Context: an optimization exercise on an open-source flow, tuned for small area and a short achievable clock period. The choices shown serve that exercise and are no tape-out recipe.
In this exercise RTL edits were held to simulation tests only and were not proved equivalent to the original.
Power is estimated from default activity; no workload was simulated.

===== flow/config.mk =====
export PLATFORM = sky130hd
export DESIGN_NAME = fir_gen
export DESIGN_NICKNAME = fir_gen
export VERILOG_FILES = /design/flow/design.v
export SDC_FILE = /design/flow/constraint.sdc
export NUM_CORES = 4
export LEC_CHECK = 0
export CAP_MARGIN = 20
export CORE_MARGIN = 2
export CORE_UTILIZATION = 50
export SETUP_SLACK_MARGIN = 2.5
export SLEW_MARGIN = 20
export SYNTH_HIERARCHICAL = 1
export SYNTH_MINIMUM_KEEP_SIZE = 0

===== flow/constraint.sdc =====
create_clock -name core_clock -period 5.5 [get_ports {clk}]
set_input_delay 1.1000 -clock core_clock [delete_from_list [all_inputs] [get_ports {clk}]]
set_output_delay 1.1000 -clock core_clock [all_outputs]
set_load 0.01 [all_outputs]

===== flow/design.v =====
module fir_gen (input clk, input reset, input Load_x,
    input signed [7:0] x_in, input signed [7:0] c_in, output signed [7:0] y_out);
reg [7:0] c0, c1, c2;
reg [3:0] xo, xt, xn;
reg [15:0] a2r0;
reg [15:0] a2r1;
reg [16:0] a1r0;
reg [16:0] a1r1;
reg [16:0] a1r2;
reg [2:0] yq;
reg [7:0] yg;
reg [7:0] yp;
wire [8:0] xe = {x_in, 1'b0};
wire [3:0] bo, bt, bn;
genvar gi;
generate for (gi = 0; gi < 4; gi = gi + 1) begin : rec
  assign bo[gi] = xe[2*gi+1] ^ xe[2*gi];
  assign bt[gi] = (xe[2*gi+2] & ~xe[2*gi+1] & ~xe[2*gi]) | (~xe[2*gi+2] & xe[2*gi+1] & xe[2*gi]);
  assign bn[gi] = xe[2*gi+2];
end endgenerate
wire [3:0] xon = Load_x ? bo : xo;
wire [3:0] xtn = Load_x ? bt : xt;
wire [3:0] xnn = Load_x ? bn : xn;
wire p1;
wire p2;
wire p3;
wire p4;
wire p5;
wire p6;
wire p7;
wire p8;
wire p9;
wire p10;
wire p11;
wire p12;
wire p13;
wire p14;
wire p15;
wire p16;
wire p17;
wire p18;
wire p19;
wire p20;
wire p21;
wire p22;
wire p23;
wire p24;
wire p25;
wire p26;
wire p27;
wire p28;
wire p29;
wire p30;
wire p31;
wire p32;
wire p33;
wire p34;
wire p35;
wire p36;
wire s37;
wire c38;
wire s39;
wire c40;
wire s41;
wire c42;
wire s43;
wire c44;
wire s45;
wire c46;
wire s47;
wire c48;
wire s49;
wire c50;
wire s51;
wire c52;
wire s53;
wire c54;
wire s55;
wire c56;
wire s57;
wire c58;
wire s59;
wire c60;
wire s61;
wire c62;
wire s63;
wire c64;
wire s65;
wire c66;
wire s67;
wire c68;
wire s69;
wire c70;
wire s71;
wire c72;
wire s73;
wire c74;
wire s75;
wire c76;
wire s77;
wire c78;
wire s79;
wire c80;
wire p81;
wire p82;
wire p83;
wire p84;
wire p85;
wire p86;
wire p87;
wire p88;
wire p89;
wire p90;
wire p91;
wire p92;
wire p93;
wire p94;
wire p95;
wire p96;
wire p97;
wire p98;
wire p99;
wire p100;
wire p101;
wire p102;
wire p103;
wire p104;
wire p105;
wire p106;
wire p107;
wire p108;
wire p109;
wire p110;
wire p111;
wire p112;
wire p113;
wire p114;
wire p115;
wire p116;
wire s117;
wire c118;
wire s119;
wire c120;
wire s121;
wire c122;
wire s123;
wire c124;
wire s125;
wire c126;
wire s127;
wire c128;
wire s129;
wire c130;
wire s131;
wire c132;
wire s133;
wire c134;
wire s135;
wire c136;
wire s137;
wire c138;
wire s139;
wire c140;
wire s141;
wire c142;
wire s143;
wire c144;
wire s145;
wire c146;
wire s147;
wire c148;
wire s149;
wire c150;
wire s151;
wire c152;
wire s153;
wire c154;
wire s155;
wire c156;
wire s157;
wire c158;
wire s159;
wire c160;
wire s161;
wire c162;
wire s163;
wire c164;
wire s165;
wire c166;
wire s167;
wire c168;
wire s169;
wire c170;
wire s171;
wire c172;
wire s173;
wire c174;
wire s175;
wire c176;
wire s177;
wire c178;
wire s179;
wire c180;
wire s181;
wire c182;
wire s183;
wire c184;
wire s185;
wire c186;
wire s187;
wire c188;
wire s189;
wire c190;
wire s191;
wire c192;
wire p193;
wire p194;
wire p195;
wire p196;
wire p197;
wire p198;
wire p199;
wire p200;
wire p201;
wire p202;
wire p203;
wire p204;
wire p205;
wire p206;
wire p207;
wire p208;
wire p209;
wire p210;
wire p211;
wire p212;
wire p213;
wire p214;
wire p215;
wire p216;
wire p217;
wire p218;
wire p219;
wire p220;
wire p221;
wire p222;
wire p223;
wire p224;
wire p225;
wire p226;
wire p227;
wire p228;
wire s229;
wire c230;
wire s231;
wire c232;
wire s233;
wire c234;
wire s235;
wire c236;
wire s237;
wire c238;
wire s239;
wire c240;
wire s241;
wire c242;
wire s243;
wire c244;
wire s245;
wire c246;
wire s247;
wire c248;
wire s249;
wire c250;
wire s251;
wire c252;
wire s253;
wire c254;
wire s255;
wire c256;
wire s257;
wire c258;
wire s259;
wire c260;
wire s261;
wire c262;
wire s263;
wire c264;
wire s265;
wire c266;
wire s267;
wire c268;
wire s269;
wire c270;
wire s271;
wire c272;
wire s273;
wire c274;
wire s275;
wire c276;
wire s277;
wire c278;
wire s279;
wire c280;
wire s281;
wire c282;
wire s283;
wire c284;
wire s285;
wire c286;
wire s287;
wire c288;
wire s289;
wire c290;
wire s291;
wire c292;
wire s293;
wire c294;
wire s295;
wire c296;
wire s297;
wire c298;
wire s299;
wire c300;
wire s301;
wire c302;
wire s303;
wire c304;
wire s305;
wire c306;
wire s307;
wire c308;
wire s309;
wire c310;
wire s311;
wire c312;
wire s313;
wire c314;
wire s315;
wire c316;
wire s317;
wire c318;
wire s319;
wire c320;
wire g321;
wire o322;
wire g323;
wire g324;
wire o325;
wire g326;
wire g327;
wire o328;
wire g329;
wire g330;
wire o331;
wire g332;
wire g333;
wire o334;
wire g335;
wire g336;
wire o337;
wire g338;
wire g339;
wire o340;
wire g341;
wire g342;
wire o343;
wire g344;
wire g345;
wire o346;
wire g347;
wire g348;
wire o349;
wire g350;
wire g351;
wire o352;
wire g353;
wire g354;
wire o355;
wire g356;
wire g357;
wire o358;
wire g359;
wire s360;
wire c361;
wire s362;
wire c363;
wire s364;
wire c365;
wire s366;
wire c367;
wire s368;
wire c369;
wire s370;
wire c371;
wire s372;
wire c373;
wire g374;
wire o375;
wire g376;
wire g377;
wire o378;
wire g379;
wire g380;
wire o381;
wire g382;
wire g383;
wire o384;
wire g385;
wire g386;
wire o387;
wire g388;
wire g389;
wire o390;
wire g391;
wire g392;
wire o393;
wire g394;
wire g395;
wire o396;
wire g397;
wire g398;
wire o399;
wire g400;
wire g401;
wire o402;
wire g403;
wire g404;
wire o405;
wire g406;
wire x407;
wire x408;
wire x409;
wire x410;
wire x411;
wire x412;
wire n413;
wire n414;
wire o415;
wire x416;
wire o417;
wire x418;
wire o419;
wire x420;
wire o421;
wire x422;
wire o423;
wire x424;
wire o425;
wire x426;
wire o427;
wire n428;
wire g429;
wire o430;
wire g431;
wire g432;
wire o433;
wire g434;
wire o435;
wire g436;
wire g437;
wire o438;
wire g439;
wire g440;
wire o441;
wire g442;
wire g443;
wire o444;
wire g445;
wire g446;
wire o447;
wire g448;
wire g449;
wire o450;
wire g451;
wire g452;
wire o453;
wire g454;
wire g455;
wire o456;
wire g457;
wire g458;
wire o459;
wire g460;
wire x461;
wire g462;
wire o463;
wire x464;
wire g465;
wire o466;
wire x467;
wire g468;
wire o469;
wire x470;
wire g471;
wire o472;
wire x473;
wire g474;
wire o475;
wire x476;
wire g477;
wire o478;
wire x479;
wire g480;
wire o481;
wire x482;
assign p1 = (xo[0] & c2[0]) ^ xn[0];
assign p2 = ((xo[0] & c2[1]) | (xt[0] & c2[0])) ^ xn[0];
assign p3 = ((xo[0] & c2[2]) | (xt[0] & c2[1])) ^ xn[0];
assign p4 = ((xo[0] & c2[3]) | (xt[0] & c2[2])) ^ xn[0];
assign p5 = ((xo[0] & c2[4]) | (xt[0] & c2[3])) ^ xn[0];
assign p6 = ((xo[0] & c2[5]) | (xt[0] & c2[4])) ^ xn[0];
assign p7 = ((xo[0] & c2[6]) | (xt[0] & c2[5])) ^ xn[0];
assign p8 = ((xo[0] & c2[7]) | (xt[0] & c2[6])) ^ xn[0];
assign p9 = ~(((xo[0] & c2[7]) | (xt[0] & c2[7])) ^ xn[0]);
assign p10 = (xo[1] & c2[0]) ^ xn[1];
assign p11 = ((xo[1] & c2[1]) | (xt[1] & c2[0])) ^ xn[1];
assign p12 = ((xo[1] & c2[2]) | (xt[1] & c2[1])) ^ xn[1];
assign p13 = ((xo[1] & c2[3]) | (xt[1] & c2[2])) ^ xn[1];
assign p14 = ((xo[1] & c2[4]) | (xt[1] & c2[3])) ^ xn[1];
assign p15 = ((xo[1] & c2[5]) | (xt[1] & c2[4])) ^ xn[1];
assign p16 = ((xo[1] & c2[6]) | (xt[1] & c2[5])) ^ xn[1];
assign p17 = ((xo[1] & c2[7]) | (xt[1] & c2[6])) ^ xn[1];
assign p18 = ~(((xo[1] & c2[7]) | (xt[1] & c2[7])) ^ xn[1]);
assign p19 = (xo[2] & c2[0]) ^ xn[2];
assign p20 = ((xo[2] & c2[1]) | (xt[2] & c2[0])) ^ xn[2];
assign p21 = ((xo[2] & c2[2]) | (xt[2] & c2[1])) ^ xn[2];
assign p22 = ((xo[2] & c2[3]) | (xt[2] & c2[2])) ^ xn[2];
assign p23 = ((xo[2] & c2[4]) | (xt[2] & c2[3])) ^ xn[2];
assign p24 = ((xo[2] & c2[5]) | (xt[2] & c2[4])) ^ xn[2];
assign p25 = ((xo[2] & c2[6]) | (xt[2] & c2[5])) ^ xn[2];
assign p26 = ((xo[2] & c2[7]) | (xt[2] & c2[6])) ^ xn[2];
assign p27 = ~(((xo[2] & c2[7]) | (xt[2] & c2[7])) ^ xn[2]);
assign p28 = (xo[3] & c2[0]) ^ xn[3];
assign p29 = ((xo[3] & c2[1]) | (xt[3] & c2[0])) ^ xn[3];
assign p30 = ((xo[3] & c2[2]) | (xt[3] & c2[1])) ^ xn[3];
assign p31 = ((xo[3] & c2[3]) | (xt[3] & c2[2])) ^ xn[3];
assign p32 = ((xo[3] & c2[4]) | (xt[3] & c2[3])) ^ xn[3];
assign p33 = ((xo[3] & c2[5]) | (xt[3] & c2[4])) ^ xn[3];
assign p34 = ((xo[3] & c2[6]) | (xt[3] & c2[5])) ^ xn[3];
assign p35 = ((xo[3] & c2[7]) | (xt[3] & c2[6])) ^ xn[3];
assign p36 = ~(((xo[3] & c2[7]) | (xt[3] & c2[7])) ^ xn[3]);
fa_cell us37 (.a(xn[1]), .b(p3), .c(p10), .s(s37), .co(c38));
fa_cell us39 (.a(xn[2]), .b(p5), .c(p12), .s(s39), .co(c40));
fa_cell us41 (.a(p6), .b(p13), .c(p20), .s(s41), .co(c42));
fa_cell us43 (.a(xn[3]), .b(p7), .c(p14), .s(s43), .co(c44));
fa_cell us45 (.a(p8), .b(p15), .c(p22), .s(s45), .co(c46));
assign s47 = ~(p9 ^ p16);
assign c48 = p9 | p16;
fa_cell us49 (.a(p17), .b(p24), .c(p31), .s(s49), .co(c50));
fa_cell us51 (.a(p18), .b(p25), .c(p32), .s(s51), .co(c52));
fa_cell us53 (.a(p4), .b(p11), .c(c38), .s(s53), .co(c54));
fa_cell us55 (.a(p21), .b(p28), .c(c42), .s(s55), .co(c56));
fa_cell us57 (.a(p29), .b(c44), .c(s45), .s(s57), .co(c58));
fa_cell us59 (.a(p23), .b(p30), .c(s47), .s(s59), .co(c60));
fa_cell us61 (.a(p26), .b(p33), .c(c52), .s(s61), .co(c62));
fa_cell us63 (.a(xn[0]), .b(p1), .c(xnn[0]), .s(s63), .co(c64));
fa_cell us65 (.a(p19), .b(s39), .c(xnn[2]), .s(s65), .co(c66));
fa_cell us67 (.a(s43), .b(xnn[3]), .c(s55), .s(s67), .co(c68));
fa_cell us69 (.a(c46), .b(s59), .c(c58), .s(s69), .co(c70));
fa_cell us71 (.a(c48), .b(s49), .c(c60), .s(s71), .co(c72));
fa_cell us73 (.a(p27), .b(p34), .c(c62), .s(s73), .co(c74));
fa_cell us75 (.a(c40), .b(s41), .c(c66), .s(s75), .co(c76));
fa_cell us77 (.a(c56), .b(s57), .c(c68), .s(s77), .co(c78));
fa_cell us79 (.a(c50), .b(s51), .c(c72), .s(s79), .co(c80));
assign p81 = (xo[0] & c1[0]) ^ xn[0];
assign p82 = ((xo[0] & c1[1]) | (xt[0] & c1[0])) ^ xn[0];
assign p83 = ((xo[0] & c1[2]) | (xt[0] & c1[1])) ^ xn[0];
assign p84 = ((xo[0] & c1[3]) | (xt[0] & c1[2])) ^ xn[0];
assign p85 = ((xo[0] & c1[4]) | (xt[0] & c1[3])) ^ xn[0];
assign p86 = ((xo[0] & c1[5]) | (xt[0] & c1[4])) ^ xn[0];
assign p87 = ((xo[0] & c1[6]) | (xt[0] & c1[5])) ^ xn[0];
assign p88 = ((xo[0] & c1[7]) | (xt[0] & c1[6])) ^ xn[0];
assign p89 = ~(((xo[0] & c1[7]) | (xt[0] & c1[7])) ^ xn[0]);
assign p90 = (xo[1] & c1[0]) ^ xn[1];
assign p91 = ((xo[1] & c1[1]) | (xt[1] & c1[0])) ^ xn[1];
assign p92 = ((xo[1] & c1[2]) | (xt[1] & c1[1])) ^ xn[1];
assign p93 = ((xo[1] & c1[3]) | (xt[1] & c1[2])) ^ xn[1];
assign p94 = ((xo[1] & c1[4]) | (xt[1] & c1[3])) ^ xn[1];
assign p95 = ((xo[1] & c1[5]) | (xt[1] & c1[4])) ^ xn[1];
assign p96 = ((xo[1] & c1[6]) | (xt[1] & c1[5])) ^ xn[1];
assign p97 = ((xo[1] & c1[7]) | (xt[1] & c1[6])) ^ xn[1];
assign p98 = ~(((xo[1] & c1[7]) | (xt[1] & c1[7])) ^ xn[1]);
assign p99 = (xo[2] & c1[0]) ^ xn[2];
assign p100 = ((xo[2] & c1[1]) | (xt[2] & c1[0])) ^ xn[2];
assign p101 = ((xo[2] & c1[2]) | (xt[2] & c1[1])) ^ xn[2];
assign p102 = ((xo[2] & c1[3]) | (xt[2] & c1[2])) ^ xn[2];
assign p103 = ((xo[2] & c1[4]) | (xt[2] & c1[3])) ^ xn[2];
assign p104 = ((xo[2] & c1[5]) | (xt[2] & c1[4])) ^ xn[2];
assign p105 = ((xo[2] & c1[6]) | (xt[2] & c1[5])) ^ xn[2];
assign p106 = ((xo[2] & c1[7]) | (xt[2] & c1[6])) ^ xn[2];
assign p107 = ~(((xo[2] & c1[7]) | (xt[2] & c1[7])) ^ xn[2]);
assign p108 = (xo[3] & c1[0]) ^ xn[3];
assign p109 = ((xo[3] & c1[1]) | (xt[3] & c1[0])) ^ xn[3];
assign p110 = ((xo[3] & c1[2]) | (xt[3] & c1[1])) ^ xn[3];
assign p111 = ((xo[3] & c1[3]) | (xt[3] & c1[2])) ^ xn[3];
assign p112 = ((xo[3] & c1[4]) | (xt[3] & c1[3])) ^ xn[3];
assign p113 = ((xo[3] & c1[5]) | (xt[3] & c1[4])) ^ xn[3];
assign p114 = ((xo[3] & c1[6]) | (xt[3] & c1[5])) ^ xn[3];
assign p115 = ((xo[3] & c1[7]) | (xt[3] & c1[6])) ^ xn[3];
assign p116 = ~(((xo[3] & c1[7]) | (xt[3] & c1[7])) ^ xn[3]);
ha_cell us117 (.a(a2r0[6]), .b(a2r1[6]), .s(s117), .co(c118));
fa_cell us119 (.a(a2r0[1]), .b(a2r1[1]), .c(p82), .s(s119), .co(c120));
fa_cell us121 (.a(a2r0[2]), .b(a2r1[2]), .c(p83), .s(s121), .co(c122));
fa_cell us123 (.a(a2r0[3]), .b(p84), .c(p91), .s(s123), .co(c124));
fa_cell us125 (.a(a2r0[4]), .b(a2r1[4]), .c(p85), .s(s125), .co(c126));
fa_cell us127 (.a(a2r0[5]), .b(p86), .c(p93), .s(s127), .co(c128));
fa_cell us129 (.a(s117), .b(p87), .c(p94), .s(s129), .co(c130));
fa_cell us131 (.a(a2r0[7]), .b(c118), .c(p88), .s(s131), .co(c132));
fa_cell us133 (.a(p95), .b(p102), .c(p109), .s(s133), .co(c134));
fa_cell us135 (.a(a2r0[8]), .b(a2r1[8]), .c(p89), .s(s135), .co(c136));
fa_cell us137 (.a(p96), .b(p103), .c(p110), .s(s137), .co(c138));
fa_cell us139 (.a(a2r0[9]), .b(a2r1[9]), .c(p97), .s(s139), .co(c140));
fa_cell us141 (.a(a2r0[10]), .b(p98), .c(p105), .s(s141), .co(c142));
fa_cell us143 (.a(a2r0[11]), .b(a2r1[11]), .c(p106), .s(s143), .co(c144));
fa_cell us145 (.a(a2r0[12]), .b(p107), .c(p114), .s(s145), .co(c146));
fa_cell us147 (.a(a2r0[13]), .b(a2r1[13]), .c(p115), .s(s147), .co(c148));
fa_cell us149 (.a(p90), .b(c120), .c(s121), .s(s149), .co(c150));
fa_cell us151 (.a(p92), .b(p99), .c(c124), .s(s151), .co(c152));
fa_cell us153 (.a(p100), .b(c126), .c(s127), .s(s153), .co(c154));
fa_cell us155 (.a(p101), .b(p108), .c(c128), .s(s155), .co(c156));
fa_cell us157 (.a(c130), .b(s131), .c(s133), .s(s157), .co(c158));
fa_cell us159 (.a(c132), .b(c134), .c(s135), .s(s159), .co(c160));
fa_cell us161 (.a(p104), .b(p111), .c(c136), .s(s161), .co(c162));
fa_cell us163 (.a(p112), .b(c140), .c(s141), .s(s163), .co(c164));
fa_cell us165 (.a(p113), .b(c142), .c(s143), .s(s165), .co(c166));
fa_cell us167 (.a(a2r0[14]), .b(p116), .c(c148), .s(s167), .co(c168));
fa_cell us169 (.a(a2r0[0]), .b(p81), .c(xnn[0]), .s(s169), .co(c170));
fa_cell us171 (.a(c122), .b(s123), .c(c150), .s(s171), .co(c172));
fa_cell us173 (.a(s125), .b(xnn[2]), .c(s151), .s(s173), .co(c174));
fa_cell us175 (.a(s129), .b(xnn[3]), .c(c154), .s(s175), .co(c176));
fa_cell us177 (.a(s137), .b(c158), .c(s159), .s(s177), .co(c178));
fa_cell us179 (.a(c138), .b(s139), .c(c160), .s(s179), .co(c180));
fa_cell us181 (.a(c144), .b(s145), .c(c166), .s(s181), .co(c182));
fa_cell us183 (.a(c152), .b(s153), .c(c174), .s(s183), .co(c184));
fa_cell us185 (.a(c156), .b(s157), .c(c176), .s(s185), .co(c186));
fa_cell us187 (.a(s161), .b(c178), .c(s179), .s(s187), .co(c188));
fa_cell us189 (.a(c162), .b(s163), .c(c180), .s(s189), .co(c190));
fa_cell us191 (.a(c146), .b(s147), .c(c182), .s(s191), .co(c192));
assign p193 = (xo[0] & c0[0]) ^ xn[0];
assign p194 = ((xo[0] & c0[1]) | (xt[0] & c0[0])) ^ xn[0];
assign p195 = ((xo[0] & c0[2]) | (xt[0] & c0[1])) ^ xn[0];
assign p196 = ((xo[0] & c0[3]) | (xt[0] & c0[2])) ^ xn[0];
assign p197 = ((xo[0] & c0[4]) | (xt[0] & c0[3])) ^ xn[0];
assign p198 = ((xo[0] & c0[5]) | (xt[0] & c0[4])) ^ xn[0];
assign p199 = ((xo[0] & c0[6]) | (xt[0] & c0[5])) ^ xn[0];
assign p200 = ((xo[0] & c0[7]) | (xt[0] & c0[6])) ^ xn[0];
assign p201 = ~(((xo[0] & c0[7]) | (xt[0] & c0[7])) ^ xn[0]);
assign p202 = (xo[1] & c0[0]) ^ xn[1];
assign p203 = ((xo[1] & c0[1]) | (xt[1] & c0[0])) ^ xn[1];
assign p204 = ((xo[1] & c0[2]) | (xt[1] & c0[1])) ^ xn[1];
assign p205 = ((xo[1] & c0[3]) | (xt[1] & c0[2])) ^ xn[1];
assign p206 = ((xo[1] & c0[4]) | (xt[1] & c0[3])) ^ xn[1];
assign p207 = ((xo[1] & c0[5]) | (xt[1] & c0[4])) ^ xn[1];
assign p208 = ((xo[1] & c0[6]) | (xt[1] & c0[5])) ^ xn[1];
assign p209 = ((xo[1] & c0[7]) | (xt[1] & c0[6])) ^ xn[1];
assign p210 = ~(((xo[1] & c0[7]) | (xt[1] & c0[7])) ^ xn[1]);
assign p211 = (xo[2] & c0[0]) ^ xn[2];
assign p212 = ((xo[2] & c0[1]) | (xt[2] & c0[0])) ^ xn[2];
assign p213 = ((xo[2] & c0[2]) | (xt[2] & c0[1])) ^ xn[2];
assign p214 = ((xo[2] & c0[3]) | (xt[2] & c0[2])) ^ xn[2];
assign p215 = ((xo[2] & c0[4]) | (xt[2] & c0[3])) ^ xn[2];
assign p216 = ((xo[2] & c0[5]) | (xt[2] & c0[4])) ^ xn[2];
assign p217 = ((xo[2] & c0[6]) | (xt[2] & c0[5])) ^ xn[2];
assign p218 = ((xo[2] & c0[7]) | (xt[2] & c0[6])) ^ xn[2];
assign p219 = ~(((xo[2] & c0[7]) | (xt[2] & c0[7])) ^ xn[2]);
assign p220 = (xo[3] & c0[0]) ^ xn[3];
assign p221 = ((xo[3] & c0[1]) | (xt[3] & c0[0])) ^ xn[3];
assign p222 = ((xo[3] & c0[2]) | (xt[3] & c0[1])) ^ xn[3];
assign p223 = ((xo[3] & c0[3]) | (xt[3] & c0[2])) ^ xn[3];
assign p224 = ((xo[3] & c0[4]) | (xt[3] & c0[3])) ^ xn[3];
assign p225 = ((xo[3] & c0[5]) | (xt[3] & c0[4])) ^ xn[3];
assign p226 = ((xo[3] & c0[6]) | (xt[3] & c0[5])) ^ xn[3];
assign p227 = ((xo[3] & c0[7]) | (xt[3] & c0[6])) ^ xn[3];
assign p228 = ~(((xo[3] & c0[7]) | (xt[3] & c0[7])) ^ xn[3]);
ha_cell us229 (.a(a1r0[6]), .b(a1r1[6]), .s(s229), .co(c230));
ha_cell us231 (.a(a1r0[4]), .b(a1r1[4]), .s(s231), .co(c232));
ha_cell us233 (.a(a1r0[5]), .b(p198), .s(s233), .co(c234));
fa_cell us235 (.a(a1r2[6]), .b(s229), .c(p199), .s(s235), .co(c236));
ha_cell us237 (.a(p206), .b(p213), .s(s237), .co(c238));
fa_cell us239 (.a(a1r0[7]), .b(c230), .c(p200), .s(s239), .co(c240));
fa_cell us241 (.a(p207), .b(p214), .c(p221), .s(s241), .co(c242));
fa_cell us243 (.a(a1r0[8]), .b(a1r1[8]), .c(p201), .s(s243), .co(c244));
fa_cell us245 (.a(p208), .b(p215), .c(p222), .s(s245), .co(c246));
fa_cell us247 (.a(a1r0[9]), .b(p209), .c(p216), .s(s247), .co(c248));
fa_cell us249 (.a(a1r0[10]), .b(a1r1[10]), .c(p210), .s(s249), .co(c250));
fa_cell us251 (.a(a1r0[11]), .b(a1r1[11]), .c(a1r2[11]), .s(s251), .co(c252));
ha_cell us253 (.a(a1r0[2]), .b(a1r1[2]), .s(s253), .co(c254));
ha_cell us255 (.a(a1r0[3]), .b(p196), .s(s255), .co(c256));
fa_cell us257 (.a(s231), .b(p197), .c(p204), .s(s257), .co(c258));
fa_cell us259 (.a(c232), .b(p205), .c(p212), .s(s259), .co(c260));
fa_cell us261 (.a(p220), .b(c234), .c(s237), .s(s261), .co(c262));
fa_cell us263 (.a(c238), .b(c236), .c(s239), .s(s263), .co(c264));
fa_cell us265 (.a(c240), .b(c242), .c(s243), .s(s265), .co(c266));
fa_cell us267 (.a(p223), .b(c244), .c(c246), .s(s267), .co(c268));
fa_cell us269 (.a(p217), .b(p224), .c(c248), .s(s269), .co(c270));
fa_cell us271 (.a(s251), .b(p218), .c(p225), .s(s271), .co(c272));
fa_cell us273 (.a(a1r0[12]), .b(c252), .c(p219), .s(s273), .co(c274));
ha_cell us275 (.a(a1r0[1]), .b(a1r1[1]), .s(s275), .co(c276));
fa_cell us277 (.a(s253), .b(p195), .c(p202), .s(s277), .co(c278));
fa_cell us279 (.a(c254), .b(p203), .c(s255), .s(s279), .co(c280));
fa_cell us281 (.a(p211), .b(c256), .c(s257), .s(s281), .co(c282));
fa_cell us283 (.a(s233), .b(c258), .c(s259), .s(s283), .co(c284));
fa_cell us285 (.a(c260), .b(s235), .c(s261), .s(s285), .co(c286));
fa_cell us287 (.a(s241), .b(c262), .c(s263), .s(s287), .co(c288));
fa_cell us289 (.a(s245), .b(c264), .c(s265), .s(s289), .co(c290));
fa_cell us291 (.a(s247), .b(c266), .c(s267), .s(s291), .co(c292));
fa_cell us293 (.a(s249), .b(c268), .c(s269), .s(s293), .co(c294));
fa_cell us295 (.a(c250), .b(s271), .c(c270), .s(s295), .co(c296));
fa_cell us297 (.a(p226), .b(c272), .c(s273), .s(s297), .co(c298));
fa_cell us299 (.a(a1r0[13]), .b(p227), .c(c274), .s(s299), .co(c300));
fa_cell us301 (.a(a1r0[14]), .b(a1r1[14]), .c(p228), .s(s301), .co(c302));
ha_cell us303 (.a(a1r0[0]), .b(p193), .s(s303), .co(c304));
ha_cell us305 (.a(p194), .b(s275), .s(s305), .co(c306));
ha_cell us307 (.a(c276), .b(s277), .s(s307), .co(c308));
ha_cell us309 (.a(c278), .b(s279), .s(s309), .co(c310));
ha_cell us311 (.a(c280), .b(s281), .s(s311), .co(c312));
ha_cell us313 (.a(c282), .b(s283), .s(s313), .co(c314));
ha_cell us315 (.a(c284), .b(s285), .s(s315), .co(c316));
ha_cell us317 (.a(c286), .b(s287), .s(s317), .co(c318));
ha_cell us319 (.a(c288), .b(s289), .s(s319), .co(c320));
assign g321 = s305 & c304;
assign o322 = c306 | g321;
assign g323 = s305 & s303;
assign g324 = s309 & c308;
assign o325 = c310 | g324;
assign g326 = s309 & s307;
assign g327 = s313 & c312;
assign o328 = c314 | g327;
assign g329 = s313 & s311;
assign g330 = s317 & c316;
assign o331 = c318 | g330;
assign g332 = s317 & s315;
assign g333 = s307 & o322;
assign o334 = c308 | g333;
assign g335 = s307 & g323;
assign g336 = g326 & o322;
assign o337 = o325 | g336;
assign g338 = g326 & g323;
assign g339 = s315 & o328;
assign o340 = c316 | g339;
assign g341 = s315 & g329;
assign g342 = g332 & o328;
assign o343 = o331 | g342;
assign g344 = g332 & g329;
assign g345 = s311 & o337;
assign o346 = c312 | g345;
assign g347 = s311 & g338;
assign g348 = g329 & o337;
assign o349 = o328 | g348;
assign g350 = g329 & g338;
assign g351 = g341 & o337;
assign o352 = o340 | g351;
assign g353 = g341 & g338;
assign g354 = g344 & o337;
assign o355 = o343 | g354;
assign g356 = g344 & g338;
assign g357 = s319 & o355;
assign o358 = c320 | g357;
assign g359 = s319 & g356;
ha_cell us360 (.a(c290), .b(s291), .s(s360), .co(c361));
ha_cell us362 (.a(c292), .b(s293), .s(s362), .co(c363));
ha_cell us364 (.a(c294), .b(s295), .s(s364), .co(c365));
ha_cell us366 (.a(c296), .b(s297), .s(s366), .co(c367));
ha_cell us368 (.a(c298), .b(s299), .s(s368), .co(c369));
ha_cell us370 (.a(c300), .b(s301), .s(s370), .co(c371));
ha_cell us372 (.a(a1r0[15]), .b(c302), .s(s372), .co(c373));
assign g374 = s362 & c361;
assign o375 = c363 | g374;
assign g376 = s362 & s360;
assign g377 = s366 & c365;
assign o378 = c367 | g377;
assign g379 = s366 & s364;
assign g380 = s370 & c369;
assign o381 = c371 | g380;
assign g382 = s370 & s368;
assign g383 = s364 & o375;
assign o384 = c365 | g383;
assign g385 = s364 & g376;
assign g386 = g379 & o375;
assign o387 = o378 | g386;
assign g388 = g379 & g376;
assign g389 = s372 & o381;
assign o390 = c373 | g389;
assign g391 = s372 & g382;
assign g392 = s372 & o381;
assign o393 = c373 | g392;
assign g394 = s372 & g382;
assign g395 = s368 & o387;
assign o396 = c369 | g395;
assign g397 = s368 & g388;
assign g398 = g382 & o387;
assign o399 = o381 | g398;
assign g400 = g382 & g388;
assign g401 = g391 & o387;
assign o402 = o390 | g401;
assign g403 = g391 & g388;
assign g404 = g394 & o387;
assign o405 = o393 | g404;
assign g406 = g394 & g388;
assign x407 = s362 ^ c361;
assign x408 = s364 ^ o375;
assign x409 = s366 ^ o384;
assign x410 = s368 ^ o387;
assign x411 = s370 ^ o396;
assign x412 = s372 ^ o399;
assign n413 = ~o402;
assign n414 = ~s360;
assign o415 = c361 | s360;
assign x416 = s362 ^ o415;
assign o417 = o375 | g376;
assign x418 = s364 ^ o417;
assign o419 = o384 | g385;
assign x420 = s366 ^ o419;
assign o421 = o387 | g388;
assign x422 = s368 ^ o421;
assign o423 = o396 | g397;
assign x424 = s370 ^ o423;
assign o425 = o399 | g400;
assign x426 = s372 ^ o425;
assign o427 = o402 | g403;
assign n428 = ~o427;
assign g429 = s319 & c318;
assign o430 = c320 | g429;
assign g431 = s319 & s317;
assign g432 = yq[2] & yq[0];
assign o433 = yq[1] | g432;
assign g434 = yp[1] & yg[0];
assign o435 = yg[1] | g434;
assign g436 = yp[1] & yp[0];
assign g437 = yp[3] & yg[2];
assign o438 = yg[3] | g437;
assign g439 = yp[3] & yp[2];
assign g440 = yp[5] & yg[4];
assign o441 = yg[5] | g440;
assign g442 = yp[5] & yp[4];
assign g443 = yp[2] & o435;
assign o444 = yg[2] | g443;
assign g445 = yp[2] & g436;
assign g446 = g439 & o435;
assign o447 = o438 | g446;
assign g448 = g439 & g436;
assign g449 = yp[6] & o441;
assign o450 = yg[6] | g449;
assign g451 = yp[6] & g442;
assign g452 = yp[4] & o447;
assign o453 = yg[4] | g452;
assign g454 = yp[4] & g448;
assign g455 = g442 & o447;
assign o456 = o441 | g455;
assign g457 = g442 & g448;
assign g458 = g451 & o447;
assign o459 = o450 | g458;
assign g460 = g451 & g448;
assign x461 = yp[0] ^ o433;
assign g462 = yp[0] & o433;
assign o463 = yg[0] | g462;
assign x464 = yp[1] ^ o463;
assign g465 = g436 & o433;
assign o466 = o435 | g465;
assign x467 = yp[2] ^ o466;
assign g468 = g445 & o433;
assign o469 = o444 | g468;
assign x470 = yp[3] ^ o469;
assign g471 = g448 & o433;
assign o472 = o447 | g471;
assign x473 = yp[4] ^ o472;
assign g474 = g454 & o433;
assign o475 = o453 | g474;
assign x476 = yp[5] ^ o475;
assign g477 = g457 & o433;
assign o478 = o456 | g477;
assign x479 = yp[6] ^ o478;
assign g480 = g460 & o433;
assign o481 = o459 | g480;
assign x482 = yp[7] ^ o481;
always @(posedge clk or posedge reset)
  if (reset) begin
    xo <= 4'd0; xt <= 4'd0; xn <= 4'd0; c0 <= 8'd0; c1 <= 8'd0; c2 <= 8'd0;
    a2r0 <= 16'd22016; a2r1 <= 16'd0; a1r0 <= 17'd43776; a1r1 <= 17'd0; a1r2 <= 17'd0; yq <= 3'd0; yg <= 8'd0; yp <= 8'd0;
  end else begin
    xo <= xon; xt <= xtn; xn <= xnn;
    if (!Load_x) begin c2 <= c_in; c1 <= c2; c0 <= c1; end
    a2r0 <= {1'b0,p36,p35,s73,c80,s79,s71,c78,s77,c76,s75,c54,s53,s37,p2,s63};
    a2r1 <= {1'b0,1'b0,c74,1'b0,s61,1'b0,c70,s69,1'b0,s67,1'b0,s65,1'b0,xnn[1],c64,1'b0};
    a1r0 <= {1'b0,c168,c192,s191,s181,c190,c188,s187,c186,s185,c184,s183,c172,s171,xnn[1],s119,s169};
    a1r1 <= {1'b0,1'b0,s167,1'b0,1'b0,c164,s189,1'b0,s177,1'b0,s155,1'b0,s173,1'b0,s149,c170,1'b0};
    a1r2 <= {1'b0,1'b0,1'b0,1'b0,1'b0,s165,1'b0,1'b0,1'b0,1'b0,s175,1'b0,1'b0,1'b0,1'b0,1'b0,1'b0};
    yq <= {g431,o430,o352};
    yg <= {1'b0,c373,c371,c369,c367,c365,c363,c361};
    yp <= {1'b1,s372,s370,s368,s366,s364,s362,s360};
  end
assign y_out = {x482,x479,x476,x473,x470,x467,x464,x461};
endmodule
module fa_cell (input a, input b, input c, output s, output co);
assign {co, s} = a + b + c;
endmodule
module ha_cell (input a, input b, output s, output co);
assign {co, s} = a + b;
endmodule

===== flow/flow/run.sh =====
#!/bin/bash
# Own layout flow: the standard flow (standard.sh), with two changes after synthesis:
#  - the input and output port buffers are buf_1 cells (buffer_ports -buffer_cell)
#  - clock tree synthesis without dummy loads
# Each step's full output goes to its own log file in this folder.
set -euo pipefail
bash standard.sh synth > synth.log 2>&1
export BUFFER_PORTS_ARGS="-buffer_cell sky130_fd_sc_hd__buf_1"
export CTS_ARGS="-sink_clustering_enable -repair_clock_nets -dont_use_dummy_load"
bash standard.sh floorplan > floorplan.log 2>&1
bash standard.sh place > place.log 2>&1
bash standard.sh cts > cts.log 2>&1
bash standard.sh route > route.log 2>&1
bash standard.sh finish > finish.log 2>&1
test -f out/final.def

===== flow/standard.sh =====
#!/bin/bash
# synth_recipe.tcl (not shown) runs the flow's synth.tcl, then flattens the netlist and writes it again
# the make line also repeats each setting of config.mk as NAME=value (left out here)
make -C /OpenROAD-flow-scripts/flow DESIGN_CONFIG=/design/flow/config.mk WORK_HOME=/design/flow/orfs CLKGATE_MAP_FILE= SYNTH_SCRIPT=/design/flow/synth_recipe.tcl "${@:-finish}"

==> results of run 1 <==
## per-layer routing
metal  wire length [um]  GRT usage  vias up
met2               7800      0.345      107
met4                350     0.0732        0
met3                704     0.0317       27
li1                   -          -     2048
met5                  0          0        -
met1               7100      0.292     2437
## flip-flops by register name, indices dropped and copies added (netlist names)
name,count
a1r2,2
xo,4
a2r1,7
yg,7
c2,8
yq,3
c1,8
xt,4
a2r0,15
a1r1,8
xn,4
yp,8
c0,8
a1r0,15
## path summary, 6_finish.rpt
path                            end  slack, ns  depth (start not counted)
min reg2reg                 a1r0[0]       0.55                          1
min in group asynchronous  a2r1[13]       0.82                          2
min                         a1r0[0]       0.55                          1
max                         a2r0[7]       2.56                          7
max in group asynchronous   a1r0[9]       3.76                          3
max reg2reg                 a2r0[7]       2.56                          7
## Yosys stat by module (local to each module, per instance)
module | flops+latches | cell area (um^2) | times used | cells
fa_cell | 0 | 20.0 | 88 | 1
fir_gen | 101 | 5330 | 1 | 493
ha_cell | 0 | 12.5 | 24 | 1
## cell usage after synthesis, types with 2 or more instances
| master | number | area, um^2 |
|---|---|---|
| a22oi_1 | 84 | 631 |
| clkbuf_1 | 38 | 143 |
| xor2_1 | 13 | 114 |
| mux2_2 | 30 | 338 |
| buf_1 | 8 | 30.0 |
| fa_1 | 88 | 1760 |
| xnor2_1 | 102 | 893 |
| nand3b_1 | 2 | 15.0 |
| a21oi_1 | 13 | 65.1 |
| dfstp_2 | 9 | 236 |
| nand2_1 | 17 | 63.8 |
| o21ai_0 | 13 | 65.1 |
| or4_1 | 2 | 15.0 |
| dfrtp_1 | 92 | 2300 |
| nor3_1 | 5 | 25.0 |
| buf_2 | 15 | 75.1 |
| a311oi_1 | 2 | 17.5 |
| a21o_1 | 4 | 30.0 |
| nor2_1 | 13 | 48.8 |
| buf_4 | 8 | 60.1 |
| inv_1 | 6 | 22.5 |
| ha_1 | 26 | 325 |
## through the flow
step,hold WS (ns),util
2_1_floorplan,0.512,-
3_3_place_gp,0.535,0.517
3_5_place_dp,0.549,0.517
4_1_cts,0.563,0.542
5_1_grt,0.594,0.555
6_report,0.552,0.555
## cell type report
class	instances	area (um^2)	area share
clock buffer	9	225	0.0280
inverter	6	26.3	0.00327
multi-input combinational	428	4590	0.571
sequential	101	2580	0.320
tap	184	230	0.0286
timing repair buffer	62	394	0.0490
## repair_timing
item,in CTS,in global routing
setup endpoints to repair,34,8
resized for setup,23,20
pin swaps,2,6
setup buffers,9,16
## report_power, final
part | switching [W] | internal (W) | total, W
combinational | 0.00147 | 0.00148 | 0.00295
sequential | 0.000266 | 0.00112 | 0.00139
clock | 0.000262 | 0.000289 | 0.000551
total | 0.00200 | 0.00289 | 0.00489
## kinds of logic (layout without fill, tap and decap cells)
kind of cell	count (synthesis)	after routing	share of synthesized area
AOI/OAI and AO/OA	123	123	0.118
xor gates and xnor gates	115	115	0.136
adders and majority gates	114	114	0.283
buffers and inverters	76	77	0.0454
DFF	101	101	0.344
muxes	30	30	0.0457
other	1	1	0.000508
and+or+nand+nor	45	45	0.0279
==> run summary, run 1 <==
Die Area 15800 um^2; Mean Syn Cell Area 12.2 um^2; Syn Nets 738; Setup Viol. Count Final 0; Synth async-reset ratio 1.00; Placed Cells 756; Vias/cell 5.85; ANT nets after route 0; total power 0.00489 W; Post-Syn Area 7390 um^2; Ys Warns 7; routability-driven placement congestion ratio 0.799; Max Cap Viol 0; cell count after synthesis 605; slowest CP cell dfrtp_4; non-filler instance count after layout 790; final setup margin 2.56 ns; Yosys cell types 37; CTS tree done; CP Capture Type flip-flop; Final period util 0.534; Setup crit start xo[0]; Lkg Pwr 3.18 nW; clock skew 0.0120 ns; max-slew violations 0; crit path launch type flip-flop; # IOs 27; Post-synth EDFFs 0; TritonCTS buffer count 9; Post-DP HPWL 10200 um; All-Layer GR Usage 0.212; relative slew slack 0.574; clk slew on worst S/H paths 0.07 ns; hold crit path type flip-flop to flip-flop; WL/cell 20.2 um; initial core utilization 0.510; setup tns final 0 ns; sequential area share after synthesis 0.344; CP arrival 3.16 ns; Hold Fails Final Rpt 0; largest net degree at the start of global routing 44; Core Box Area 14500 um^2; H-tree depth 3; clock buffer depth 2; RSZ-0062 raised after global routing yes; proportion of layout cells with a drive suffix above 1 0.190; GR Overflow Total 0; Total Nets Final 741; Core Rows 44; post-route cell area 8040 um^2; final routed DRC violation total 0; wirelength, routed 16000 um; clock sinks 101; Initial DRT Pass Iterations 4; DRT iter0 DRCs 250; CP max stage delay 0.55 ns; Die Height 126 um; first-pass GRT wire length 26200 um; Post-Place Cell Area 7490 um^2; synthesis-stage register bit count 101; P per Cell Area 609 nW/um^2; RR Startpoint xo[0]; clock latency (worst-skew pair) 0.35 ns; outcome complete, no violations; antenna fix cells 0; min Tclk post-route 2.94 ns; Worst VDD drop 0.186 mV; CP Buf/Inv Count 1; hold_buf cts 0; CP required 5.72 ns; vias post-DR 4619; Die X 126 um; min-delay src a2r0[0]; top_reg_cell synth dfrtp_1; Fmax 340 MHz; area growth from synthesis to layout 8.88%; worst path cell trace buf_4, a22oi_2, xnor2_1, fa_1, fa_1, fa_1, fa_1; fillers 1269; antenna violations before repair 0; critical path's top delay family adder cells; Crit Path Max Fanout 9; most frequent CP cell fa_1; Worst-Margin Slew 0.637 ns; most common cell after layout, fill and taps aside xnor2_1; critical path class flip-flop to flip-flop; CTS Root Cell clkbuf_16; IO Port Bufs 26; via count of the first global-routing pass 5048; pre-CTS setup slack 2.05 ns; most frequent cells in the layout xnor2_1, fa_1, a22oi_1, dfrtp_1
==> run 2, diff against run 1 <==
--- a/flow/config.mk
+++ b/flow/config.mk
@@ -12,3 +12,4 @@
 export SLEW_MARGIN = 20
 export SYNTH_HIERARCHICAL = 1
 export SYNTH_MINIMUM_KEEP_SIZE = 0
+export TNS_END_PERCENT = 15
==> run summary, run 2 <==
outcome complete, no violations; Syn Nets 738; clock buffer depth 2; Core Rows 44; sw frac 0.411; cell count after synthesis 605; largest registers a1r0 x15, a2r0 x15; CP required 4.40 ns; P per Cell Area 618 nW/um^2; area growth from synthesis to layout 6.71%; Psw 0.00200 W; Core Box Area 14500 um^2; Post-synth EDFFs 0; antenna fix cells 0; r2r worst-path depth 7; Placed Cells 755; CTS Root Cell clkbuf_16; Total Nets Final 726; Vias/cell 5.82; Die X 126 um; Final period util 0.543; # IOs 27; IO Port Bufs 26; Post-DP HPWL 10400 um; Die Area 15800 um^2; Synth async-reset ratio 1.00; max-slew violations 0; clock latency (worst-skew pair) 0.35 ns; Hold Crit Endpoint a1r0[1]; RR Startpoint xt[1]; FF-to-FF End yq[2]; Max Cap Viol 0; non-filler instance count after layout 775; Worst-Margin Slew 0.660 ns; setup tns final 0 ns; GR Overflow Total 0; top_reg_cell synth dfrtp_1; CP arrival 1.89 ns; routability-driven placement congestion ratio 0.826; WL/cell 20.0 um; Ys Warns 7; ANT nets after route 0; Post-synth top cells xnor2_1, dfrtp_1, fa_1; Worst VDD drop 0.211 mV; Hold Fails Final Rpt 0; largest net degree at the start of global routing 52; antenna violations before repair 0; most frequent cells in the layout xnor2_1, fa_1, a22oi_1, dfrtp_1, mux2_2; vias post-DR 4508; multi-input logic area 4550 um^2; Comb power frac 0.603; register-to-register setup slack 2.55 ns; min Tclk post-route 2.99 ns; proportion of layout cells with a drive suffix above 1 0.154; top cell type's share of synthesized area 0.312; initial core utilization 0.510; DRT iter0 DRCs 264; top-count cell post-synth xnor2_1; Seq pwr share 0.285; most common cell after layout, fill and taps aside xnor2_1; wirelength, routed 15500 um; H-tree depth 3; sequential area share after synthesis 0.344; clock sinks 101; fillers 1253; RSZ-0062 raised after global routing yes; final routed DRC violation total 0; synthesis-stage register bit count 101; Crit Path Max Fanout 5; Fmax 335 MHz; Setup Viol. Count Final 0; Synth area leader dfrtp_1; internal power 0.00287 W; clock skew 0.0131 ns; Post-Syn Area 7390 um^2; CTS tree done; hold crit path type flip-flop to flip-flop; clk slew on worst S/H paths 0.06 ns; crit path launch type flip-flop; Synth area leaders dfrtp_1, fa_1, xnor2_1; critical path class flip-flop to primary output; Mean Syn Cell Area 12.2 um^2; relative slew slack 0.560; TritonCTS buffer count 9; Lkg Pwr 3.10 nW; Yosys cell types 37; Die Height 126 um; first-pass GRT wire length 25600 um; Sequential Area 2570 um^2; All-Layer GR Usage 0.206; CP Capture Type primary output; min-delay src a2r1[1]; Initial DRT Pass Iterations 5; via count of the first global-routing pass 4952; Clock Power Share 0.111; hold depth 1
## run 2: cell counts after synthesis
Identical to the previous run, type by type.
## run 2: layout make-up
class                   instances  area share
multi-input cells             428       0.577
flip-flops and latches        101       0.326
repair buffers                 47      0.0357
well taps                     184      0.0292
clock buffers                   9      0.0286
inverters                       6     0.00333
## run 2: Yosys stat by module (local to each module, per instance)
module | area, um^2 | cells inside | copies in the design | flip-flops and latches
fir_gen | 5330 | 493 | 1 | 101
fa_cell | 20.0 | 1 | 88 | 0
ha_cell | 12.5 | 1 | 24 | 0
## run 2: per-stage QoR
step / util / hold slack (ns) / total power [W] / area (um^2) / setup WS [ns]
4_1_cts: 0.536 / 0.556 / 0.00493 / 7750 / 2.42
2_1_floorplan: - / 0.512 / 0.00363 / 7390 / 2.46
6_report: 0.544 / 0.556 / 0.00488 / 7880 / 2.51
3_5_place_dp: 0.517 / 0.541 / 0.00435 / 7480 / 2.09
5_1_grt: 0.544 / 0.576 / 0.00547 / 7880 / 2.43
3_3_place_gp: 0.517 / 0.551 / 0.00416 / 7480 / 2.15
## run 2: worst max-delay path by stage
stage	startpoint	end	slack, ns	depth (start not counted)
floorplan	xo[0]	yq[2]	2.46	9
global placement	xo[0]	yq[2]	2.15	7
detailed placement	xo[1]	yq[2]	2.09	7
CTS	yp[2]	y_out[7]	2.42	5
global route	yp[4]	y_out[7]	2.43	5
finish	yp[3]	y_out[6]	2.51	5
## run 2: critical path, cell delays in order (launching register included)
cell and delay, ns:
dfrtp_1 0.41, a21o_1 0.21, o2bb2ai_4 0.15, or4_1 0.51, o211a_1 0.14, buf_1 0.12
## run 2: cells by family (layout without fill, tap and decap cells)
group                      count (synthesis)  after routing  synth area share
xor gates and xnor gates                 115            115             0.136
adders and majority gates                114            114             0.283
other                                      1              1          0.000508
buffers and inverters                     76             62            0.0454
AOI/OAI and AO/OA                        123            123             0.118
and+or+nand+nor                           45             45            0.0279
DFF                                      101            101             0.344
muxes                                     30             30            0.0457
## run 2: power by group through the flow
| stage | Sequential [W] | Combinational (W) | Clock, W |
|---|---|---|---|
| after floorplan | 0.00125 | 0.00238 | 0 |
| after global placement | 0.00141 | 0.00275 | 0 |
| after detailed placement | 0.00142 | 0.00294 | 0 |
| after CTS | 0.00141 | 0.00296 | 0.000559 |
| after global routing | 0.00143 | 0.00346 | 0.000583 |
| final | 0.00139 | 0.00294 | 0.000542 |
## run 2: layer usage
layer  vias up  GRT usage  wire [um]
li1       2010          -          -
met5         -          0          0
met4         0     0.0673        192
met1      2404      0.281       6880
met3        13     0.0295        454
met2        81      0.342       7940
## run 2: timing repair
item	4_1_cts	5_1_grt
buffers inserted	2	8
hold buffers	0	0
resized for setup	17	11
setup endpoints to repair	29	13
pin swaps	0	3
endpoints found under the hold margin	0	0
==> run 3, diff against run 2 <==
--- a/flow/config.mk
+++ b/flow/config.mk
@@ -8,8 +8,8 @@
 export CAP_MARGIN = 20
 export CORE_MARGIN = 2
 export CORE_UTILIZATION = 50
-export SETUP_SLACK_MARGIN = 2.5
+export SETUP_SLACK_MARGIN = 2.7
 export SLEW_MARGIN = 20
 export SYNTH_HIERARCHICAL = 1
 export SYNTH_MINIMUM_KEEP_SIZE = 0
-export TNS_END_PERCENT = 15
+export TNS_END_PERCENT = 0
==> run summary, run 3 <==
outcome complete, no violations; wirelength, routed 16400 um; All-Layer GR Usage 0.213; CP Buf/Inv Count 1; Sequential Area 2580 um^2; clock skew 0.0131 ns; vias post-DR 4637; WL/cell 20.6 um; Total Nets Final 745; Setup Viol. Count Final 0; ANT nets after route 0; Die X 126 um; Die Height 126 um; Synth area leader dfrtp_1; RR Startpoint xt[0]; H-tree depth 3; initial core utilization 0.510; Vias/cell 5.84; total power 0.00499 W; critical path's top delay family simple AND/OR/NAND/NOR gates; Synth async-reset ratio 1.00; hold crit path type flip-flop to flip-flop; hold_buf cts 0; # IOs 27; CP Capture Point y_out[7]; Lkg Pwr 3.23 nW; CTS Root Cell clkbuf_16; Syn Nets 738; Worst VDD drop 0.212 mV; Die Area 15800 um^2; top-count cell post-synth xnor2_1; CTS tree done; clock latency (worst-skew pair) 0.35 ns; top cell type's share of synthesized area 0.312; crit path launch type flip-flop; CP max stage delay 0.53 ns; IO Port Bufs 26; final routed DRC violation total 0; CP Capture Type primary output; min Tclk post-route 2.93 ns; FF-to-FF End a1r0[5]; GR Overflow Total 0; Post-Syn Area 7390 um^2; WP depth 5; antenna fix cells 0; Crit Path Max Fanout 4; cell count after synthesis 605; register-to-register setup slack 2.58 ns; clock sinks 101; Hold Fails Final Rpt 0; RSZ-0062 raised after global routing yes; routability-driven placement congestion ratio 0.826; multi-input logic area 4660 um^2; most common cell after layout, fill and taps aside xnor2_1; largest registers a1r0 x15, a2r0 x15; worst path cell trace a21oi_4, nor3_4, or4_4, o311ai_4, buf_2; Final period util 0.533; via count of the first global-routing pass 5046; setup tns final 0 ns; Mean Syn Cell Area 12.2 um^2; slowest CP cell or4_4; Fmax 341 MHz; CP required 4.40 ns; Core Rows 44; clock buffer depth 2; largest net degree at the start of global routing 52; most frequent cells in the layout xnor2_1, fa_1, dfrtp_1, a22oi_1, mux2_2; Max Cap Viol 0; relative slew slack 0.555; first-pass GRT wire length 26200 um; sequential area share after synthesis 0.344; Post-synth EDFFs 0; proportion of layout cells with a drive suffix above 1 0.223; Post-DP HPWL 10400 um; max-slew violations 0; top_reg_cell synth dfrtp_1; Worst-Margin Slew 0.668 ns; area growth from synthesis to layout 11.0%; min-delay src a2r1[1]; Ys Warns 7; Post-synth top cells xnor2_1, dfrtp_1, fa_1; TritonCTS buffer count 9; DRT iter0 DRCs 242; Initial DRT Pass Iterations 5; r2r worst-path depth 7; CP arrival 1.83 ns; Yosys cell types 37; synthesis-stage register bit count 101; P per Cell Area 609 nW/um^2; fillers 1218; Synth area leaders dfrtp_1, fa_1, xnor2_1; antenna violations before repair 0; Setup crit start yq[2]; critical path class flip-flop to primary output; Core Box Area 14500 um^2; clk slew on worst S/H paths 0.06 ns
==> run 3: cell counts after synthesis <==
No cell type changed its count.
==> run 3: Yosys stat by module (local to each module, per instance) <==
module / times used / flops+latches / area [um^2]
fir_gen: 1 / 101 / 5330
fa_cell: 88 / 0 / 20.0
ha_cell: 24 / 0 / 12.5
==> run 3: how the worst min path moves through the flow <==
| stage | endpoint | slack (ns) | cells after the start |
|---|---|---|---|
| after CTS | a1r0[1] | 0.56 | 1 |
| after detailed placement | a1r0[1] | 0.54 | 1 |
| final | a1r0[1] | 0.55 | 1 |
| after global placement | a1r0[0] | 0.55 | 1 |
| after floorplan | a1r0[1] | 0.51 | 1 |
| after global routing | a1r0[1] | 0.58 | 1 |
==> run 3: power breakdown <==
part	internal [W]	switching (W)
clock network	0.000289	0.000251
registers	0.00112	0.000273
logic	0.00153	0.00153
==> run 3: routing by layer <==
metal,share of wire,vias to the layer above,global-route usage
li1,-,2055,-
met3,0.044,20,0.0300
met1,0.43,2446,0.290
met4,0.017,0,0.0712
met2,0.51,116,0.353
met5,0,-,0
==> run 3: cell families (layout without fill, tap and decap cells) <==
kind of cell | after synthesis | after routing | share of synthesized area
AOI/OAI and AO/OA | 123 | 123 | 0.118
xor gates and xnor gates | 115 | 115 | 0.136
adders and majority gates | 114 | 114 | 0.283
DFF | 101 | 101 | 0.344
buffers and inverters | 76 | 81 | 0.0454
and+or+nand+nor | 45 | 45 | 0.0279
muxes | 30 | 30 | 0.0457
other | 1 | 1 | 0.000508
==> run 3: stage by stage <==
step | instances | utilization | hold slack (ns) | setup slack, ns | area (um^2)
3_3_place_gp | 755 | 0.517 | 0.551 | 2.15 | 7480
3_5_place_dp | 755 | 0.517 | 0.541 | 2.09 | 7480
6_report | 794 | 0.566 | 0.554 | 2.57 | 8200
2_1_floorplan | 605 | - | 0.512 | 2.46 | 7390
5_1_grt | 794 | 0.566 | 0.576 | 2.50 | 8200
4_1_cts | 773 | 0.543 | 0.556 | 2.53 | 7870
==> run 3: final cells by class <==
class                      instances  area share
sequential                       101       0.315
inverter                           6     0.00321
timing repair buffer              66      0.0572
multi-input combinational        428       0.569
tap                              184      0.0281
clock buffer                       9      0.0275
==> run 3: what timing repair did <==
| item | in CTS | in global routing |
|---|---|---|
| buffers inserted | 9 | 20 |
| endpoints found under the setup margin | 44 | 27 |
| pin swaps | 5 | 5 |
| gates resized for setup | 25 | 39 |
| hold endpoints to repair | 0 | 0 |
==> run 4, diff against run 3 <==
--- a/flow/config.mk
+++ b/flow/config.mk
@@ -8,7 +8,7 @@
 export CAP_MARGIN = 20
 export CORE_MARGIN = 2
 export CORE_UTILIZATION = 50
-export SETUP_SLACK_MARGIN = 2.7
+export SETUP_SLACK_MARGIN = 2.9
 export SLEW_MARGIN = 20
 export SYNTH_HIERARCHICAL = 1
 export SYNTH_MINIMUM_KEEP_SIZE = 0
==> run summary, run 4 <==
outcome complete, no violations; Hold Fails Final Rpt 0; max-slew violations 0; clock skew 0.0131 ns; routability-driven placement congestion ratio 0.826; setup tns final 0 ns; Initial DRT Pass Iterations 5; r2r worst-path depth 7; GR Overflow Total 0; TritonCTS buffer count 9; Synth area leader dfrtp_1; Post-synth top cells xnor2_1, dfrtp_1, fa_1; DRT iter0 DRCs 242; clock sinks 101; Mean Syn Cell Area 12.2 um^2; area growth from synthesis to layout 11.0%; WL/cell 20.6 um; P per Cell Area 609 nW/um^2; Syn Nets 738; top_reg_cell synth dfrtp_1; CTS tree done; Core Rows 44; Setup Viol. Count Final 0; Fmax 341 MHz; initial core utilization 0.510; first-pass GRT wire length 26200 um; relative slew slack 0.555; Vias/cell 5.84; min Tclk post-route 2.93 ns; Max Cap Viol 0; most common cell after layout, fill and taps aside xnor2_1; proportion of layout cells with a drive suffix above 1 0.223; Die X 126 um; hold depth 1; Post-DP HPWL 10400 um; Final period util 0.533; antenna fix cells 0; Crit Path Max Fanout 4; Lkg Pwr 3.23 nW; CP required 4.40 ns; H-tree depth 3; Core Box Area 14500 um^2; Post-synth EDFFs 0; most frequent cells in the layout xnor2_1, fa_1, dfrtp_1, a22oi_1, mux2_2; crit path launch type flip-flop; CP arrival 1.83 ns; vias post-DR 4637; Total Nets Final 745; final routed DRC violation total 0; clock latency (worst-skew pair) 0.35 ns; # IOs 27; CTS Root Cell clkbuf_16; ANT nets after route 0; top cell type's share of synthesized area 0.312; Post-Syn Area 7390 um^2; sequential area share after synthesis 0.344; CP Capture Type primary output; IO Port Bufs 26; Die Area 15800 um^2; hold_buf cts 0; Synth async-reset ratio 1.00; largest registers a1r0 x15, a2r0 x15; RSZ-0062 raised after global routing yes; Die Height 126 um; Worst VDD drop 0.212 mV; fin util 0.566; top-count cell post-synth xnor2_1; worst path cell trace a21oi_4, nor3_4, or4_4, o311ai_4, buf_2; critical path class flip-flop to primary output; synthesis-stage register bit count 101; largest net degree at the start of global routing 52; hold crit path type flip-flop to flip-flop; Ys Warns 7; via count of the first global-routing pass 5046; slowest CP cell or4_4; Yosys cell types 37; Worst-Margin Slew 0.668 ns; CP max stage delay 0.53 ns; Synth area leaders dfrtp_1, fa_1, xnor2_1; clk slew on worst S/H paths 0.06 ns; wirelength, routed 16400 um; cell count after synthesis 605; clock buffer depth 2; All-Layer GR Usage 0.213; antenna violations before repair 0
[run 4: cell counts in the layout (fill, tap and decap cells not counted)]
Identical to the previous run, type by type.
[run 4: per-stage QoR]
step                setup WS (ns)  cell area, um^2  power, W  std cells  hold slack, ns
floorplan                    2.46             7390   0.00363        605           0.512
CTS                          2.53             7870   0.00497        773           0.556
global placement             2.15             7480   0.00416        755           0.551
detailed placement           2.09             7480   0.00435        755           0.541
finish                       2.57             8200   0.00499        794           0.554
global route                 2.50             8200   0.00557        794           0.576
[run 4: Yosys stat by module (local to each module, per instance)]
module,flip-flops and latches,copies in the design,cells inside
fir_gen,101,1,493
ha_cell,0,24,1
fa_cell,0,88,1
[run 4: repair_timing]
item                       4_1_cts  5_1_grt
pin swaps                        5        5
setup endpoints to repair       52       45
gates resized for setup         25       39
buffers inserted                 9       20
[run 4: final timing paths]
path | slack [ns] | end | startpoint
min | 0.55 | a1r0[1] | a2r1[1]
max | 2.57 | y_out[7] | yq[2]
min reg2reg | 0.55 | a1r0[1] | a2r1[1]
max reg2reg | 2.58 | a1r0[5] | xt[0]
min in group asynchronous | 0.74 | a1r1[14] | reset
max in group asynchronous | 3.68 | xo[2] | reset
[run 4: cells by family (layout without fill, tap and decap cells)]
family	Yosys count	count (layout)	synth area share
adder cells (fa/ha/maj)	114	114	0.283
AND/OR/NAND/NOR	45	45	0.0279
XOR/XNOR	115	115	0.136
other	1	1	0.000508
AO/OA/AOI/OAI	123	123	0.118
flip-flops	101	101	0.344
buffers and inverters	76	81	0.0454
multiplexers	30	30	0.0457
[run 4: report_power, final]
group	total, W	switching (W)	leakage, nW	internal [W]
clock	0.000539	0.000251	0.111	0.000289
combinational	0.00306	0.00153	1.96	0.00153
sequential	0.00140	0.000273	1.17	0.00112
total	0.00499	0.00205	3.23	0.00294
[run 4: final cells by class]
class                           instances  area (um^2)
Multi-Input combinational cell        428         4660
Fill cell                            1218         6280
Clock buffer                            9          225
Timing Repair Buffer                   66          469
Inverter                                6         26.3
Tap cell                              184          230
Sequential cell                       101         2580
[run 4: critical path, delay by kind of cell (launching register included)]
kind / cells / cell delay (ns)
simple gates: 2 / 0.60
flops: 1 / 0.39
compound gates: 2 / 0.32
buf+inv: 1 / 0.17
[run 4: per-layer routing]
metal  global-route usage  wire length, um
met4               0.0712              276
met3               0.0300              721
met1                0.290             7100
met5                    0                0
met2                0.353             8280
==> run 5, diff against run 4 <==
--- a/flow/config.mk
+++ b/flow/config.mk
@@ -8,8 +8,8 @@
 export CAP_MARGIN = 20
 export CORE_MARGIN = 2
 export CORE_UTILIZATION = 50
-export SETUP_SLACK_MARGIN = 2.9
+export SETUP_SLACK_MARGIN = 2.6
 export SLEW_MARGIN = 20
 export SYNTH_HIERARCHICAL = 1
 export SYNTH_MINIMUM_KEEP_SIZE = 0
-export TNS_END_PERCENT = 0
+export TNS_END_PERCENT = 30
==> run summary, run 5 <==
RSZ-0062 raised after global routing yes; setup tns final 0 ns; Die Height 126 um; most frequent cells in the layout xnor2_1, fa_1, dfrtp_1, a22oi_1, mux2_2; Post-DP HPWL 10400 um; P per Cell Area 619 nW/um^2; min-delay src a2r1[1]; relative slew slack 0.555; most common cell after layout, fill and taps aside xnor2_1; Worst VDD drop 0.212 mV; Synth area leader dfrtp_1; largest net degree at the start of global routing 52; critical path class flip-flop to primary output; clock latency (worst-skew pair) 0.35 ns; Synth area leaders dfrtp_1, fa_1, xnor2_1; FF-to-FF End a1r0[5]; Max Cap Viol 0; area growth from synthesis to layout 9.72%; proportion of layout cells with a drive suffix above 1 0.208; RR Startpoint xo[0]; Worst-Margin Slew 0.668 ns; CP arrival 1.83 ns; hold depth 1; largest registers a1r0 x15, a2r0 x15; CTS tree done; clock buffer depth 2; register-to-register setup slack 2.58 ns; IO Port Bufs 26; Fmax 341 MHz; multi-input logic area 4650 um^2; r2r worst-path depth 7; Crit Path Max Fanout 4; Core Box Area 14500 um^2; Setup crit start yq[2]; cell count after synthesis 605; worst path cell trace a21oi_4, nor3_4, or4_4, o311ai_4, buf_2; post-route cell area 8110 um^2; outcome complete, no violations; WHS 0.554 ns; clock sinks 101; Syn Nets 738; pre-CTS setup slack 2.09 ns; hold crit path type flip-flop to flip-flop; Post-Syn Area 7390 um^2; CP required 4.40 ns; first-pass GRT wire length 26400 um; vias post-DR 4590; wirelength, routed 16300 um; via count of the first global-routing pass 5067; sequential area share after synthesis 0.344; TritonCTS buffer count 9; antenna violations before repair 0; GR Overflow Total 0; CP Capture Type primary output; Post-synth top cells xnor2_1, dfrtp_1, fa_1; routability-driven placement congestion ratio 0.826; final routed DRC violation total 0; Mean Syn Cell Area 12.2 um^2; min Tclk post-route 2.93 ns; Final period util 0.533; antenna fix cells 0; H-tree depth 3; hold_buf cts 0; clk slew on worst S/H paths 0.06 ns; fillers 1224; CP max stage delay 0.53 ns; Initial DRT Pass Iterations 5; Ys Warns 7; top_reg_cell synth dfrtp_1; Synth async-reset ratio 1.00; top-count cell post-synth xnor2_1; WL/cell 20.7 um; CP Capture Point y_out[7]; clock skew 0.0127 ns; slowest CP cell or4_4; ANT nets after route 0; Die X 126 um; Post-Place Cell Area 7480 um^2; Core Rows 44; DRT iter0 DRCs 274; CTS Root Cell clkbuf_16; crit path launch type flip-flop; All-Layer GR Usage 0.214; Setup Viol. Count Final 0; Lkg Pwr 3.18 nW; Total Nets Final 737; Hold Fails Final Rpt 0; initial core utilization 0.510; Post-synth EDFFs 0; synthesis-stage register bit count 101; Vias/cell 5.84; Die Area 15800 um^2; Yosys cell types 37; Sequential Area 2580 um^2; # IOs 27; top cell type's share of synthesized area 0.312; final setup margin 2.57 ns; max-slew violations 0
run 5: changes by cell type in the layout (fill, tap and decap cells not counted), sizes merged:
cell	delta
buf	-7
clkbuf	-1
run 5: cells by family after synthesis:
| kind of cell | count (synthesis) | share of synthesized area |
|---|---|---|
| flip-flops | 101 | 0.344 |
| buffers and inverters | 76 | 0.0454 |
| multiplexers | 30 | 0.0457 |
| XOR/XNOR | 115 | 0.136 |
| AO/OA/AOI/OAI | 123 | 0.118 |
| adder cells (fa/ha/maj) | 114 | 0.283 |
| AND/OR/NAND/NOR | 45 | 0.0279 |
| other | 1 | 0.000508 |
run 5: final cells by class:
class,count,share of cell area
Clock buffer,9,0.0278
Sequential cell,101,0.318
Timing Repair Buffer,58,0.0485
Tap cell,184,0.0284
Multi-Input combinational cell,428,0.574
Inverter,6,0.00324
run 5: stage by stage:
step	utilization	std cells	total power [W]
global route	0.560	786	0.00559
global placement	0.517	755	0.00416
detailed placement	0.517	755	0.00435
CTS	0.548	779	0.00499
floorplan	-	605	0.00363
finish	0.560	786	0.00501
run 5: power breakdown:
group	switching [W]	internal (W)
Sequential	0.000271	0.00112
Clock	0.000250	0.000289
Combinational	0.00155	0.00153
run 5: worst max-delay path, delay by kind of cell (launching register included):
family                 cells  cell delay [ns]
buffers and inverters      1             0.17
flip-flops                 1             0.39
AO/OA/AOI/OAI              2             0.32
AND/OR/NAND/NOR            2             0.60
run 5: repair_timing:
action	in CTS	in global routing
pin swaps	5	6
resized for setup	32	29
buffers inserted	15	6
setup endpoints to repair	41	14
run 5: per-module statistics from Yosys (local to each module, per instance):
module   flip-flops and latches  area (um^2)
fa_cell                       0         20.0
fir_gen                     101         5330
ha_cell                       0         12.5
run 5: worst min-delay path by stage:
| stage | to | slack, ns |
|---|---|---|
| after floorplan | a1r0[1] | 0.51 |
| after global placement | a1r0[0] | 0.55 |
| after detailed placement | a1r0[1] | 0.54 |
| after CTS | a1r0[1] | 0.56 |
| after global routing | a1r0[1] | 0.58 |
| final | a1r0[1] | 0.55 |
run 5: metal layers:
layer	GRT usage	vias to the layer above	part of all wire
met1	0.294	2433	0.42
met5	0	-	0
li1	-	2035	-
met2	0.352	97	0.51
met3	0.0312	25	0.047
met4	0.0765	0	0.020

-- port drivers added, routing unchanged --
Ports are ideal in the flow. The routed layouts listed here were re-timed in OpenROAD. Step 1, drivers: a clkbuf_16 drives clk and a buf_2 each remaining input, both assumed. Step 2 adds t to the input delays and takes it off the output delays; t is the mean of the earliest and latest rising clock arrival at the registers after step 1. Input paths then give back, and output paths get back, about the clock's delay inside the block. Three values: no drivers, after step 1, after step 2; two values: the first two.
run | t, ns | setup slack, ns | clock arrival spread, ns | pins driven straight from the clock port
run 1 | 0.387 | 2.561 / 2.523 / 2.383 | 0.013 / 0.012 | 1
run 2 | 0.387 | 2.514 / 2.472 / 2.346 | 0.013 / 0.013 | 1
run 3 | 0.385 | 2.568 / 2.529 / 2.359 | 0.013 / 0.013 | 1
run 4 | 0.385 | 2.568 / 2.529 / 2.359 | 0.013 / 0.013 | 1
run 5 | 0.384 | 2.568 / 2.529 / 2.370 | 0.013 / 0.012 | 1
After both steps every run listed still meets setup and hold.
